From an optimization exercise on the open Yosys and OpenROAD flow, aimed at small area; shortcuts taken in it are not production practice.
Only simulation tests tie the RTL to the original design; equivalence was not proved.
Power figures rest on the tool's default switching activity, not on a simulated workload.

==> trial 36 <==
==> flow/design.v (excerpt) <==
module oc8051_top (
		wb_rst_i, 
		wb_clk_i,
		wbi_adr_o, 
		wbi_dat_i, 
		wbi_stb_o, 
		wbi_ack_i, 
		wbi_cyc_o, 
		wbi_err_i,
		wbd_dat_i, 
		wbd_dat_o,
		wbd_adr_o, 
		wbd_we_o, 
		wbd_ack_i,
		wbd_stb_o, 
		wbd_cyc_o, 
		wbd_err_i,
		p0_i,
		p0_o,
		p1_i,
		p1_o,
		t0_i, t1_i,
		t2_i, t2ex_i,
		ea_in
		);
==> module oc8051_ram_top, before the edit <==
module oc8051_ram_top (clk, 
                       rst, 
		       rd_addr, 
		       rd_data, 
		       wr_addr, 
		       bit_addr, 
		       wr_data, 
		       wr, 
		       bit_data_in, 
		       bit_data_out
		       );
parameter ram_aw = 8;  
input clk, wr, bit_addr, bit_data_in, rst;
input [7:0] wr_data;
input [7:0] rd_addr, wr_addr;
output bit_data_out;
output [7:0] rd_data;
reg [7:0] wr_data_m;
reg [7:0] rd_addr_m, wr_addr_m;
reg        bit_addr_r;
reg  [2:0] bit_select;
assign bit_data_out = rd_data[bit_select];
reg           pw_wr,
              pw_wr_n;
reg    [7:0]  pw_addr,
              pw_addr_n,
              pw_dat;
reg    [7:0]  rd_addr_r;
reg           zero_r;
reg    [2047:0] mem_q;
always @(posedge clk)
begin
  pw_wr     <= wr;
  pw_wr_n   <= !wr;
  pw_addr   <= wr_addr_m;
  pw_addr_n <= ~wr_addr_m;
  pw_dat    <= wr_data_m;
  zero_r    <= rst;
  rd_addr_r <= rd_addr_m;
end
wire [15:0] wr_hi = pw_wr ? (16'h1 << pw_addr[7:4]) : 16'h0;
wire [15:0] wr_lo = 16'h1 << pw_addr[3:0];
wire [15:0] kp_hi = !pw_wr_n ? (16'h1 << ~pw_addr_n[7:4]) : 16'h0;
wire [15:0] kp_lo = 16'h1 << ~pw_addr_n[3:0];
genvar gr;
generate
  for (gr = 0; gr < 256; gr = gr + 1) begin : g_row
    wire row_wr   = wr_hi[gr / 16] & wr_lo[gr % 16];
    wire row_keep;
    oc8051_ram_nd2 u_keep(.a(kp_hi[gr / 16]), .b(kp_lo[gr % 16]), .y(row_keep));
    always @(posedge clk)
      mem_q[gr*8 +: 8] <= (mem_q[gr*8 +: 8] | {8{row_wr}}) & ({8{row_keep}} | pw_dat);
  end
endgenerate
wire [15:0]  rd_hi = 16'h1 << rd_addr_r[7:4];
wire [15:0]  rd_lo = 16'h1 << rd_addr_r[3:0];
wire [255:0] rd_sel;
wire [7:0]   rd_mux;
genvar gs, gb, gt;
generate
  for (gs = 0; gs < 256; gs = gs + 1) begin : g_sel
    assign rd_sel[gs] = rd_hi[gs / 16] & rd_lo[gs % 16];
  end
  for (gb = 0; gb < 8; gb = gb + 1) begin : g_rbit
    wire [85:0] t;
    for (gt = 0; gt < 85; gt = gt + 1) begin : g_t
      oc8051_ram_ao3n u_ao(.a(mem_q[(3*gt)*8+gb]),   .b(rd_sel[3*gt]),
                           .c(mem_q[(3*gt+1)*8+gb]), .d(rd_sel[3*gt+1]),
                           .e(mem_q[(3*gt+2)*8+gb]), .f(rd_sel[3*gt+2]),
                           .y(t[gt]));
    end
    assign t[85] = !(mem_q[255*8+gb] & rd_sel[255]);
    assign rd_mux[gb] = !(&t);
  end
endgenerate
wire [7:0] rd_cell = rd_mux;
assign rd_data = zero_r ? 8'h00 :
                 (pw_wr && (pw_addr == rd_addr_r)) ? pw_dat : rd_cell;
always @(posedge clk)
  if (rst) begin
    bit_addr_r <= 1'b0;
    bit_select <= 3'b0;
  end else begin
    bit_addr_r <= bit_addr;
    bit_select <= rd_addr[2:0];
  end
always @(rd_addr or bit_addr)
  casex ( {bit_addr, rd_addr[7]} )  
      2'b0?: rd_addr_m = rd_addr;
      2'b10: rd_addr_m = {4'b0010, rd_addr[6:3]};
      2'b11: rd_addr_m = {1'b1, rd_addr[6:3], 3'b000};
  endcase
always @(wr_addr or bit_addr_r)
  casex ( {bit_addr_r, wr_addr[7]} )  
      2'b0?: wr_addr_m = wr_addr;
      2'b10: wr_addr_m = {8'h00, 4'b0010, wr_addr[6:3]};
      2'b11: wr_addr_m = {8'h00, 1'b1, wr_addr[6:3], 3'b000};
  endcase
always @(rd_data or bit_select or bit_data_in or wr_data or bit_addr_r)
  casex ( {bit_addr_r, bit_select} )  
      4'b0_???: wr_data_m = wr_data;
      4'b1_000: wr_data_m = {rd_data[7:1], bit_data_in};
      4'b1_001: wr_data_m = {rd_data[7:2], bit_data_in, rd_data[0]};
      4'b1_010: wr_data_m = {rd_data[7:3], bit_data_in, rd_data[1:0]};
      4'b1_011: wr_data_m = {rd_data[7:4], bit_data_in, rd_data[2:0]};
      4'b1_100: wr_data_m = {rd_data[7:5], bit_data_in, rd_data[3:0]};
      4'b1_101: wr_data_m = {rd_data[7:6], bit_data_in, rd_data[4:0]};
      4'b1_110: wr_data_m = {rd_data[7], bit_data_in, rd_data[5:0]};
      4'b1_111: wr_data_m = {bit_data_in, rd_data[6:0]};
  endcase
endmodule
Settings: LEC_CHECK=0, CAP_MARGIN=35, CORE_MARGIN=2, CORE_UTILIZATION=65, CTS_BUF_LIST=sky130_fd_sc_hd__clkbuf_8, CTS_CLUSTER_DIAMETER=80, CTS_CLUSTER_SIZE=12, PLACE_DENSITY=0.75, SLEW_MARGIN=35; clock period 20.0 ns.
standard.sh (not shown) runs the stock make flow with config.mk's settings and CLKGATE_MAP_FILE= SYNTH_SCRIPT=/design/flow/synth_recipe.tcl, a recipe that flattens the netlist after the stock synthesis.
==> flow/flow/run.sh <==
#!/bin/bash
# Layout flow: the standard flow (standard.sh) with these changes:
#  - synthesis: ABC maps the logic with an area-oriented script (flow/area.script)
#    instead of ORFS's speed script; registers are mapped exactly as in the
#    standard synthesis (ABC only maps the combinational logic);
#  - synthesis keeps two tiny cells of the internal RAM (oc8051_ram_ao3n, the
#    read multiplexer's AND-OR-invert, and oc8051_ram_nd2, the row keep NAND)
#    as their own modules, so ABC maps each to one library cell; the standard flow's
#    synthesis wrapper flattens them afterwards, as usual;
#  - the few flip-flops that synthesis leaves with generated instance names get
#    the names the standard synthesis gives them (flow/rename_flops.py), so every
#    register keeps its standard name;
#  - port buffers: the smallest buffer (buf_1) instead of the default choice;
set -euo pipefail
W=$PWD
R=$W/orfs/results/sky130hd/oc8051_top/base

# 1. the standard synthesis, for the flip-flop names
bash standard.sh synth > "$W/flow_std_synth.log" 2>&1
cp "$R/1_2_yosys.v" "$W/std_1_2_yosys.v"
rm -f "$R/1_2_yosys.v" "$R/1_2_yosys.sdc" "$R/1_synth.odb" "$R/1_synth.sdc"

# 2. the area-oriented synthesis: ORFS's synth.tcl with the ABC script swapped
#    right after its preamble, inside the standard flow's synthesis wrapper
sed "s#^source \$::env(SCRIPTS_DIR)/synth_preamble.tcl\$#source \$::env(SCRIPTS_DIR)/synth_preamble.tcl\nset abc_args [lreplace \$abc_args 1 1 $W/flow/area.script]#" \
  "$FLOW_HOME/scripts/synth.tcl" > "$W/synth_area.tcl"
grep -q "flow/area.script" "$W/synth_area.tcl"
sed "s#\$::env(SCRIPTS_DIR)/synth.tcl#$W/synth_area.tcl#" synth_recipe.tcl > "$W/synth_recipe_area.tcl"
grep -q "synth_area.tcl" "$W/synth_recipe_area.tcl"
ARGS=(SYNTH_SCRIPT="$W/synth_recipe_area.tcl" SYNTH_KEEP_MODULES="oc8051_ram_ao3n oc8051_ram_nd2")
bash standard.sh "${ARGS[@]}" "$R/1_2_yosys.v" > "$W/flow_synth.log" 2>&1
cp "$R/1_2_yosys.v" "$W/area_1_2_yosys.v"

# 3. standard flip-flop names
python3 "$W/flow/rename_flops.py" "$W/std_1_2_yosys.v" "$R/1_2_yosys.v" > "$W/flow_rename.log" 2>&1

# 4. the rest of the flow
CTS="-sink_clustering_enable -repair_clock_nets -sink_clustering_size 12 -sink_clustering_max_diameter 80 -buf_list sky130_fd_sc_hd__clkbuf_8 -dont_use_dummy_load"
bash standard.sh "${ARGS[@]}" CTS_ARGS="$CTS" BUFFER_PORTS_ARGS="-buffer_cell sky130_fd_sc_hd__buf_1" finish > "$W/flow_make.log" 2>&1

# the layout's netlist must still carry the renamed flip-flops
python3 - "$W/std_1_2_yosys.v" "$R/6_final.v" > "$W/flow_check.log" 2>&1 <<'PY'
import re, sys
ff = re.compile(r'^\s*(sky130_fd_sc_hd__(?:df|edf|sdf|dl)\w*)\s+(\S+)\s*\(', re.M)
a = {n for _, n in ff.findall(open(sys.argv[1]).read())}
b = {n for _, n in ff.findall(open(sys.argv[2]).read())}
print(len(a), len(b), sorted(a - b)[:5], sorted(b - a)[:5])
PY
Other scripts of this flow, unchanged in this note and not shown: flow/flow/area.script, flow/flow/rename_flops.py
==> trial 62 (differences from trial 36) <==
--- a/flow/design.v
+++ b/flow/design.v
@@ -820,2 +820,3 @@
 assign bit_data_out = rd_data[bit_select];
+reg           ph;
 reg           pw_wr,
@@ -830,2 +831,3 @@
 begin
+  ph        <= !ph;
   pw_wr     <= wr;
@@ -842,2 +844,3 @@
 wire [15:0] kp_lo = 16'h1 << ~pw_addr_n[3:0];
+wire [7:0]  wr_val_n = pw_dat ^ {8{ph}};
 genvar gr;
@@ -849,3 +852,3 @@
     always @(posedge clk)
-      mem_q[gr*8 +: 8] <= (mem_q[gr*8 +: 8] | {8{row_wr}}) & ({8{row_keep}} | pw_dat);
+      mem_q[gr*8 +: 8] <= ~((mem_q[gr*8 +: 8] | {8{row_wr}}) & ({8{row_keep}} | wr_val_n));
   end
@@ -873,3 +876,3 @@
 endgenerate
-wire [7:0] rd_cell = rd_mux;
+wire [7:0] rd_cell = rd_mux ^ {8{ph}};
 assign rd_data = zero_r ? 8'h00 :
==> comparison <==
- Trial 62 finished with timing, DRC and antenna clean. Trial 36 passed the timing, DRC and antenna checks.
- Against trial 62, the first-iteration DRC count of trial 36 is lower by 18%.
- Clock power is about the same in trial 36 and trial 62.
- Against trial 62, the synthesized area of trial 36 is larger by 4.8%.
- Between trial 62 and trial 36, the lower fmax is in trial 62 (gap 4.9%, measured against trial 36).
- Clock skew: trial 36 is lower than trial 62 (45 ps).
- Of trial 36 and trial 62, trial 62 has the higher non-clock buffer count (gap 38).
- Between trial 62 and trial 36, the lower sequential share of layout area is in trial 36 (gap 1.9 points).
- Cell area: trial 62 is smaller than trial 36 (3.9%).
- Synthesized cell count is about the same in trial 62 and trial 36.
- Die area: trial 62 is smaller than trial 36 (4.5%).

[re-timing with driven ports]
How much do the figures lean on ideal ports? The routed layouts below were timed once more, with nothing changed but the port constraints.
Step 1, drivers: a clkbuf_16 drives wb_clk_i and a buf_2 each remaining input, both assumed.
Step 2 also shifts input and output timing later by t, the mid clock arrival at the registers, as if the neighbouring blocks saw the same clock.
a / b / c = no drivers / after step 1 / after step 2; a / b = the first two.
run	t, ns	setup slack, ns	worst setup path at the end	clock arrival spread, ns
trial 36	1.141	2.289 / 2.198 / 3.043	input to register	0.120 / 0.121
trial 62	1.143	1.382 / 1.285 / 2.429	register to output	0.157 / 0.157
After both steps setup and hold are still met in every run listed.
